This is an optimization exercise on Yosys and OpenROAD, whose aim is small area and a short achievable clock period, not a production implementation. RTL that was checked went through simulation tests only; none was proved equivalent to the original. For run 2, only the layout was checked, not whether the RTL still works. No activity file was given, so power comes from the tool's default toggle rates.

==> flow/design.v, too long to show whole: its modules and the start of the top module <==
// module float_adder: 76 lines
// module add_sum27: 6 lines
// module add_order: 26 lines
// module float_mult: 504 lines
// module mul_lowc: 38 lines
// module mul_fa: 6 lines
// module mul_ha: 6 lines
// module float_comp: 17 lines
// module float2int: 18 lines
// module f2i_neg: 24 lines
// module int2float: 27 lines
// module i2f_mag: 5 lines
// module float_ops: 25 lines
module float_ops(
	input         clk,
	input         rst_n,
	input  [31:0] add_a,
	input  [31:0] add_b,
	output [31:0] add_out,
	input  [31:0] mul_a,
	input  [31:0] mul_b,
	output [31:0] mul_out,
	input  [31:0] cmp_a,
	input  [31:0] cmp_b,
	output        cmp_gt,
	output        cmp_eq,
	output        cmp_lt,
	input  [31:0] f2i_in,
	output [31:0] f2i_out,
	input  [31:0] i2f_in,
	output [31:0] i2f_out
);
  // ...
==> flow/flow/run.sh <==
#!/bin/bash
set -euo pipefail
export BUFFER_PORTS_ARGS="-buffer_cell sky130_fd_sc_hd__buf_1"
export SETUP_SLACK_MARGIN=5.75
bash standard.sh finish > standard_flow.log 2>&1
==> flow/standard.sh <==
#!/bin/bash
# synth_recipe.tcl (not shown) runs the flow's synth.tcl, then flattens the netlist and writes it again
# the make line also repeats each setting of config.mk as NAME=value (left out here)
make -C /OpenROAD-flow-scripts/flow DESIGN_CONFIG=/design/flow/config.mk WORK_HOME=/design/flow/orfs CLKGATE_MAP_FILE= SYNTH_SCRIPT=/design/flow/synth_recipe.tcl "${@:-finish}"
==> flow/config.mk <==
export PLATFORM = sky130hd
export DESIGN_NAME = float_ops
export DESIGN_NICKNAME = float_ops
export VERILOG_FILES = /design/flow/design.v
export SDC_FILE = /design/flow/constraint.sdc
export NUM_CORES = 4
export LEC_CHECK = 0
export ABC_AREA = 1
export CAP_MARGIN = 20
export CORE_MARGIN = 2
export CORE_UTILIZATION = 40
export CTS_CLUSTER_DIAMETER = 150
export CTS_CLUSTER_SIZE = 24
export SLEW_MARGIN = 20
export SYNTH_HIERARCHICAL = 1
export SYNTH_MINIMUM_KEEP_SIZE = 0
==> flow/constraint.sdc <==
create_clock -name core_clock -period 10.0 [get_ports {clk}]
set_input_delay 2.0000 -clock core_clock [delete_from_list [all_inputs] [get_ports {clk}]]
set_output_delay 2.0000 -clock core_clock [all_outputs]
set_load 0.01 [all_outputs]
==> summary.txt, run 1 <==
GR Layer Usage met1=0.337; outcome=no timing/DRC/antenna violations; Post-synth top cells=nand2_1, inv_1, nand3_1, dfxtp_1, xor2_1; Post-CTS Hold Buffers=0; async set-reset flop share out of synthesis=0; setup TNS=0 ps; GR Layer Usage met3=0.0591; clk slew on worst S/H paths=approximately 100 ps; area of the multi-input gates=26800 um^2; CLK BUF=20; Inserted Diodes=1; non-clk buf share=0.0654; Comb pwr share=0.687; Rows=~110; fin crit share=0.427; GRT Max-Usage Layer=met2; Final setup viols=0; Hold Path Class=flop to flop; top cell type's share of synthesized area=0.200; Primary FF master, synth=dfxtp_1; metal3 WL=about 11 mm; Routed Antenna Nets=0; crit-path max FO=8; Reg2Reg Capture Point=u_mul.cl1$_DFF_P_; #MultiIn Comb=slightly below 4000
==> module float_adder, before the edit <==
module float_adder(clk,rst_n,add_a,add_b,adder_out);
input wire [31:0] add_a,add_b;
output wire [31:0] adder_out;
input rst_n,clk;
wire        s_d, sub_d, bz_d, hb_d;
wire [7:0]  e_d;
wire [4:0]  d_d;
wire [22:0] fa_d, fb_d;
add_order u_ord(.a(add_a), .b(add_b), .s(s_d), .sub(sub_d), .bz(bz_d), .hb(hb_d),
	.e(e_d), .d(d_d), .fa(fa_d), .fb(fb_d));
reg        s0, sub0, bz0, hb0;
reg [7:0]  e0;
reg [4:0]  d0;
reg [22:0] fa0, fb0;
always @(posedge clk) begin
	s0   <= s_d;
	sub0 <= sub_d;
	bz0  <= bz_d;
	e0   <= e_d;
	d0   <= d_d;
	fa0  <= fa_d;
	hb0  <= hb_d;
	fb0  <= fb_d;
end
wire [23:0] bm = {hb0, fb0};
wire [26:0] ar = {2'b01, fa0, 2'b00};
wire [26:0] br = {1'b0, bm, 2'b00} >> d0;
reg st;
integer k;
always @(*) begin
	st = 1'b0;
	for (k = 0; k < 24; k = k + 1)
		if ((k + 3 <= d0) && (k + 23 >= d0)) st = st | bm[k];
end
wire [26:0] r;
add_sum27 u_sum(.a(ar), .b(br ^ {27{sub0}}), .ci(sub0 & ~st), .s(r));
reg [26:0] r1;
reg        s1, bz1, nan1;
reg [7:0]  e1;
always @(posedge clk) begin
	r1   <= r;
	s1   <= s0;
	bz1  <= bz0;
	nan1 <= &e0;
	e1   <= e0;
end
reg [4:0] ss;
integer i;
always @(*) begin
	ss = 5'd24;
	for (i = 3; i <= 26; i = i + 1)
		if (r1[i]) ss = 26 - i;
end
wire [26:0] n    = r1 << ss;
wire [22:0] frac = n[25:3] + {22'd0, n[2]};
wire        zero = bz1 | ~|r1;
reg        s2;
reg [7:0]  e2;
reg [22:0] f2;
always @(posedge clk) begin
	if (nan1) begin
		s2 <= s1;
		e2 <= 8'hff;
		f2 <= 23'd1;
	end else if (zero) begin
		s2 <= 1'b0;
		e2 <= 8'd0;
		f2 <= 23'd0;
	end else begin
		s2 <= s1;
		e2 <= e1 + 8'd1 - {3'd0, ss};
		f2 <= frac;
	end
end
assign adder_out = {s2, e2, f2};
endmodule
==> module float2int, before the edit <==
module float2int(clk,rst_n,float_in,int_out);
input wire clk,rst_n;
input wire [31:0] float_in;
output wire [31:0] int_out;
wire [7:0]  e   = float_in[30:23];
wire [86:0] w   = {63'd0, 1'b1, float_in[22:0]} << e[5:0];
wire        mid = (e[7:6] == 2'b10) && (e[5:0] <= 6'd53);
wire [31:0] mag = mid ? w[53:22] : {31'd0, e == 8'd127};
reg        s_r;
reg [31:0] m_r;
reg [2:0]  any_r;
always @(posedge clk) begin
	s_r   <= float_in[31];
	m_r   <= mag;
	any_r <= {|mag[23:16], |mag[15:8], |mag[7:0]};
end
f2i_neg u_neg(.m(m_r), .any(any_r), .s(s_r), .y(int_out));
endmodule
==> run 2, diff against run 1 <==
--- a/flow/design.v
+++ b/flow/design.v
@@ -46,12 +46,6 @@
 end
-reg [4:0] ss;
-integer i;
-always @(*) begin
-	ss = 5'd24;
-	for (i = 3; i <= 26; i = i + 1)
-		if (r1[i]) ss = 26 - i;
-end
-wire [26:0] n    = r1 << ss;
-wire [22:0] frac = n[25:3] + {22'd0, n[2]};
-wire        zero = bz1 | ~|r1;
+wire        s_n;
+wire [7:0]  e_n;
+wire [22:0] f_n;
+add_norm u_nrm(.r(r1), .s(s1), .bz(bz1), .nan(nan1), .e(e1), .so(s_n), .eo(e_n), .fo(f_n));
 reg        s2;
@@ -60,15 +54,5 @@
 always @(posedge clk) begin
-	if (nan1) begin
-		s2 <= s1;
-		e2 <= 8'hff;
-		f2 <= 23'd1;
-	end else if (zero) begin
-		s2 <= 1'b0;
-		e2 <= 8'd0;
-		f2 <= 23'd0;
-	end else begin
-		s2 <= s1;
-		e2 <= e1 + 8'd1 - {3'd0, ss};
-		f2 <= frac;
-	end
+	s2 <= s_n;
+	e2 <= e_n;
+	f2 <= f_n;
 end
@@ -108,2 +92,35 @@
 endmodule
+module add_norm(r, s, bz, nan, e, so, eo, fo);
+input  wire [26:0] r;
+input  wire        s, bz, nan;
+input  wire [7:0]  e;
+output reg         so;
+output reg  [7:0]  eo;
+output reg  [22:0] fo;
+reg [4:0] ss;
+integer i;
+always @(*) begin
+	ss = 5'd24;
+	for (i = 3; i <= 26; i = i + 1)
+		if (r[i]) ss = 26 - i;
+end
+wire [26:0] n    = r << ss;
+wire [22:0] frac = n[25:3] + {22'd0, n[2]};
+wire        zero = bz | ~|r;
+always @(*) begin
+	if (nan) begin
+		so = s;
+		eo = 8'hff;
+		fo = 23'd1;
+	end else if (zero) begin
+		so = 1'b0;
+		eo = 8'd0;
+		fo = 23'd0;
+	end else begin
+		so = s;
+		eo = e + 8'd1 - {3'd0, ss};
+		fo = frac;
+	end
+end
+endmodule
 module float_mult(clk,rst_n,mul_a,mul_b,out_a);
@@ -683,6 +700,5 @@
 output wire [31:0] int_out;
-wire [7:0]  e   = float_in[30:23];
-wire [86:0] w   = {63'd0, 1'b1, float_in[22:0]} << e[5:0];
-wire        mid = (e[7:6] == 2'b10) && (e[5:0] <= 6'd53);
-wire [31:0] mag = mid ? w[53:22] : {31'd0, e == 8'd127};
+wire [31:0] mag;
+wire [2:0]  any;
+f2i_mag u_mag(.f(float_in[30:0]), .mag(mag), .any(any));
 reg        s_r;
@@ -693,3 +709,3 @@
 	m_r   <= mag;
-	any_r <= {|mag[23:16], |mag[15:8], |mag[7:0]};
+	any_r <= any;
 end
@@ -721,2 +737,12 @@
 endmodule
+module f2i_mag(f, mag, any);
+input  wire [30:0] f;
+output wire [31:0] mag;
+output wire [2:0]  any;
+wire [7:0]  e   = f[30:23];
+wire [86:0] w   = {63'd0, 1'b1, f[22:0]} << e[5:0];
+wire        mid = (e[7:6] == 2'b10) && (e[5:0] <= 6'd53);
+assign mag = mid ? w[53:22] : {31'd0, e == 8'd127};
+assign any = {|mag[23:16], |mag[15:8], |mag[7:0]};
+endmodule
 module int2float(clk,rst_n,int_in,float_out);
==> flow/flow/run.sh (replaced) <==
#!/bin/bash
set -euo pipefail
export BUFFER_PORTS_ARGS="-buffer_cell sky130_fd_sc_hd__buf_1"
export SETUP_SLACK_MARGIN=5.5
bash standard.sh finish > standard_flow.log 2>&1
--- a/flow/config.mk
+++ b/flow/config.mk
@@ -7,3 +7,2 @@
 export LEC_CHECK = 0
-export ABC_AREA = 1
 export CAP_MARGIN = 20
==> summary.txt, run 2 <==
outcome=no timing/DRC/antenna violations (unchanged); DRC Markers=0 (unchanged); max reg flops=32 (unchanged); largest area contributor in the netlist=dfxtp_1 (unchanged); Yosys cell types=126 (was 76); largest cells by area after synthesis=dfxtp_1, fa_1, xnor2_1, ha_1, a22oi_1 (was dfxtp_1, fa_1, nand2_1, xor2_1, ha_1); maximum VDD drop=0.159 mV (was 0.212 mV); maxcap violations=0 (unchanged); fin util=0.439 (was 0.450); Die X=310 um (was 311 um); first-pass GRT wire length=177 mm (was 190 mm); nets=4987 (was 6265); Max Slew Vio Count=0 (unchanged); critical path arrival=4840 ps (was 4800 ps); Leak=15.7 nW (was 19.6 nW); IO Pins=389 (unchanged); post-route minimum period=4400 ps (was 4270 ps); R2R Setup Slk=5600 ps (was 5730 ps); unrepaired setup endpoints after global routing=false (was true); WL/cell=20.9 um (was 18.0 um); Area Overhead vs Synth=9.18% (was 11.5%); Startpoint Class=flop (unchanged); met2 GRT Util=0.379 (was 0.381); R2R cell count=12 (was 15); worst slew pin tran=955 ps (was 875 ps); pin count of the biggest net entering global routing=75 (was 71); Final Hold Vio Count=0 (unchanged); crit-path max FO=13 (was 8); Post-synth top cells=xnor2_1, dfxtp_1, a22oi_1, fa_1, nor2_1 (was nand2_1, inv_1, nand3_1, dfxtp_1, xor2_1); cts bufs inserted=19 (was 20); gpl congestion=0.924 (was 0.956); grt ovf=0 (unchanged); Final setup viols=0 (unchanged); initial core utilization=0.403 (was 0.404); GR Layer Usage met3=0.0349 (was 0.0591); async set-reset flop share out of synthesis=0 (unchanged); EDFF count, synth=0 (unchanged); Yosys reg bits=376 (unchanged); Slew headroom=0.357 (was 0.416); Post-CTS Hold Buffers=0 (unchanged); vias in the first global route=30900 (was 34100); clk latency of the worst-skew pair=570 ps (was 600 ps); deepest clock path buffer count=3 (unchanged); CTS HTree Levels=1 (unchanged); die height=310 um (was 311 um); clk slew on worst S/H paths=100 ps (about the same); GR Layer Usage met1=0.315 (was 0.337); WP data required=10440 ps (was 10530 ps); top cell type's share of synthesized area=0.201 (was 0.200); Post-Synthesis Cells=4030 (was 5209); most common cell in the netlist=xnor2_1 (was nand2_1); initial antenna violation count=8 (was 14); 1st-pass router iterations=6 (unchanged); Crit Path Category=flop to flop (unchanged); hold slack final=333 ps (about the same); Worst Hold Path EP=u_mul.e1[2]$_DFF_P_ (was u_mul.e1[0]$_DFF_P_); DR vias=32000 (was 36000); dpl hpwl=82.8 mm (was 90.8 mm); Syn. warnings=12 (was 11); clk_skew=26.8 ps (was 25.8 ps); share of layout cells above drive strength 1=0.0883 (was 0.0916); GRT Max-Usage Layer=met2 (unchanged); clk root buf=clkbuf_16 (unchanged); Hold Path Class=flop to flop (unchanged); reg2reg start=u_mul.fa0[17]$_DFF_P_ (was u_mul.two[1]$_DFF_P_); total power=0.0101 W (was 0.0102 W); Worst Setup End Kind=flop (unchanged); Routed Antenna Nets=0 (unchanged); Die ar.=96200 um^2 (was 96700 um^2); most frequent cells in the layout=xnor2_1, buf_1, dfxtp_1 (was nand2_1, inv_1, nand3_1); total track usage=0.230 (was 0.244); worst hold path stage count=0 (unchanged); Largest regs=u_f2i.m_r: 32 flops, u_mul.ra1: 29 flops, u_mul.rb1: 29 flops (unchanged); Core ar.=93200 um^2 (was 93300 um^2); syn avg cell area=9.31 um^2 (was 7.23 um^2); Netlist Area Pre-Place=37500 um^2 (was 37700 um^2); port bufs=387 (unchanged); largest register by flop count=u_f2i.m_r (unchanged); DR vias/cell=5.82 (was 5.31); power density cells=248 nW/um^2 (was 242 nW/um^2); Total Wirelength=115 mm (was 122 mm); Primary FF master, synth=dfxtp_1 (unchanged); Reg2Reg Capture Point=u_mul.cl1$_DFF_P_ (unchanged); HP Start=u_mul.e0[2]$_DFF_P_ (was u_mul.e0[0]$_DFF_P_); Initial DRC Count=3008 (was 3376); Rows=112 (unchanged); register area share after synthesis=0.201 (was 0.200); # clock sinks=376 (unchanged); Peak Freq=227 MHz (was 234 MHz); crit path launch=u_mul.fa0[17]$_DFF_P_ (was u_mul.two[1]$_DFF_P_); most common cell after layout, fill and taps aside=xnor2_1 (was nand2_1); setup TNS=0 ps (unchanged); CTS tree=built (unchanged); fin crit share=0.440 (was 0.427)
==> run 2: repair_timing <==
item	CTS	global route
resized for setup	4	101
setup buffers	0	4
cloned	0	5
pin swaps	0	7
setup endpoints to repair	8	49
==> run 2: power by group <==
group	internal, W	switching [W]	total, W
Sequential	0.00200	0.000333	0.00233
Combinational	0.00301	0.00395	0.00696
Clock	0.000351	0.000505	0.000857
==> run 2: per-stage QoR <==
step / setup slack, ps / area (um^2) / std cells
3_5_place_dp: 4950 / 39900 / 5470
4_1_cts: 5480 / 40400 / 5491
6_report: 5600 / 41000 / 5502
2_1_floorplan: 5500 / 37500 / 4034
3_3_place_gp: 4980 / 39900 / 5470
5_1_grt: 5480 / 41000 / 5501
==> run 2: cell type report <==
type	count	area [um^2]
multi-input combinational	3174	28100
inverter	200	758
fill	9121	52200
tap	1254	1570
clock inverter	1	8.76
sequential	376	7550
clock buffer	20	489
timing repair buffer	475	2520
antenna	2	5.00
==> run 2: worst max-delay path, cell delays in order (launching register included) <==
cell     delay (ps)
dfxtp_2         450
buf_12          190
a22oi_2         110
xnor2_2         170
fa_1            480
fa_1            520
fa_1            450
fa_1            590
ha_1            240
ha_1            300
nand4_1         180
a21oi_1          70
or4_1           520
==> run 2: worst max-delay path by stage <==
stage / to / slack, ps / cells past startpoint
2_1_floorplan: u_mul.cl1$_DFF_P_ / 5500 / 12
3_5_place_dp: u_f2i.any_r[1]$_DFF_P_ / 4950 / 7
5_1_grt: u_mul.cl1$_DFF_P_ / 5480 / 12
3_3_place_gp: u_f2i.any_r[1]$_DFF_P_ / 4980 / 7
4_1_cts: u_mul.cl1$_DFF_P_ / 5480 / 11
6_report: u_mul.cl1$_DFF_P_ / 5600 / 12
==> run 2: routing by layer <==
layer	wire, um	vias up
met2	53300	1278
met1	50400	15500
met3	8450	198
met4	2860	12
met5	78	-
li1	-	15000
==> run 2: cells by family after synthesis <==
| logic type | count (synthesis) | synth area share |
|---|---|---|
| AO/OA/AOI/OAI | 1038 | 0.200 |
| AND/OR/NAND/NOR | 941 | 0.130 |
| buffers and inverters | 486 | 0.0558 |
| adder cells (fa/ha/maj) | 483 | 0.216 |
| XOR/XNOR | 454 | 0.106 |
| flip-flops | 376 | 0.201 |
| multiplexers | 248 | 0.0923 |
| other | 4 | 0.000400 |
==> run 2: per-module statistics from Yosys, one instance, submodules excluded, a selection <==
module       copies in the design  area, um^2  cells
mul_fa                        254        20.0      1
float_comp                      1         898    117
mul_lowc                        1         313     36
float_mult                      1       11200   1263
i2f_mag                         1         777    102
float2int                       1         721     36
f2i_mag                         1        2140    261
float_adder                     1        4730    382
mul_ha                         34        12.5      1
int2float                       1        3260    395
add_norm                        1        3410    510

## re-timing with driven ports
The flow's constraints put no driver on any port. The routed layouts listed below were extracted and timed again, unchanged, in two steps. Step 1 sets driving cells, clkbuf_16 on the clock port and buf_2 on the other inputs (assumed; they add their load-dependent delay and slew). Step 2 moves the port delays by t, midway between the first and last clock arrival at a register: inputs arrive t later, outputs are due t later. That takes back most of the time a late clock gives input paths. Slacks: no drivers / after step 1 / after step 2; pairs: no drivers / after step 1.
run | shift t [ns] | setup slack, ns | worst setup path at the end | slew at the worst register clock pin (ns) | worst data-port slew with drivers (ns)
run 1 | 0.651 | 5.729 / 5.729 / 5.389 | input to register | 0.10 / 0.10 | 0.14
run 2 | 0.630 | 5.599 / 5.599 / 5.068 | input to register | 0.11 / 0.11 | 0.15
After both steps setup and hold are still met in every run listed. For run 2, which loses most, drivers alone change the setup slack by 0.000 ns; drivers and shift together by -0.531 ns.
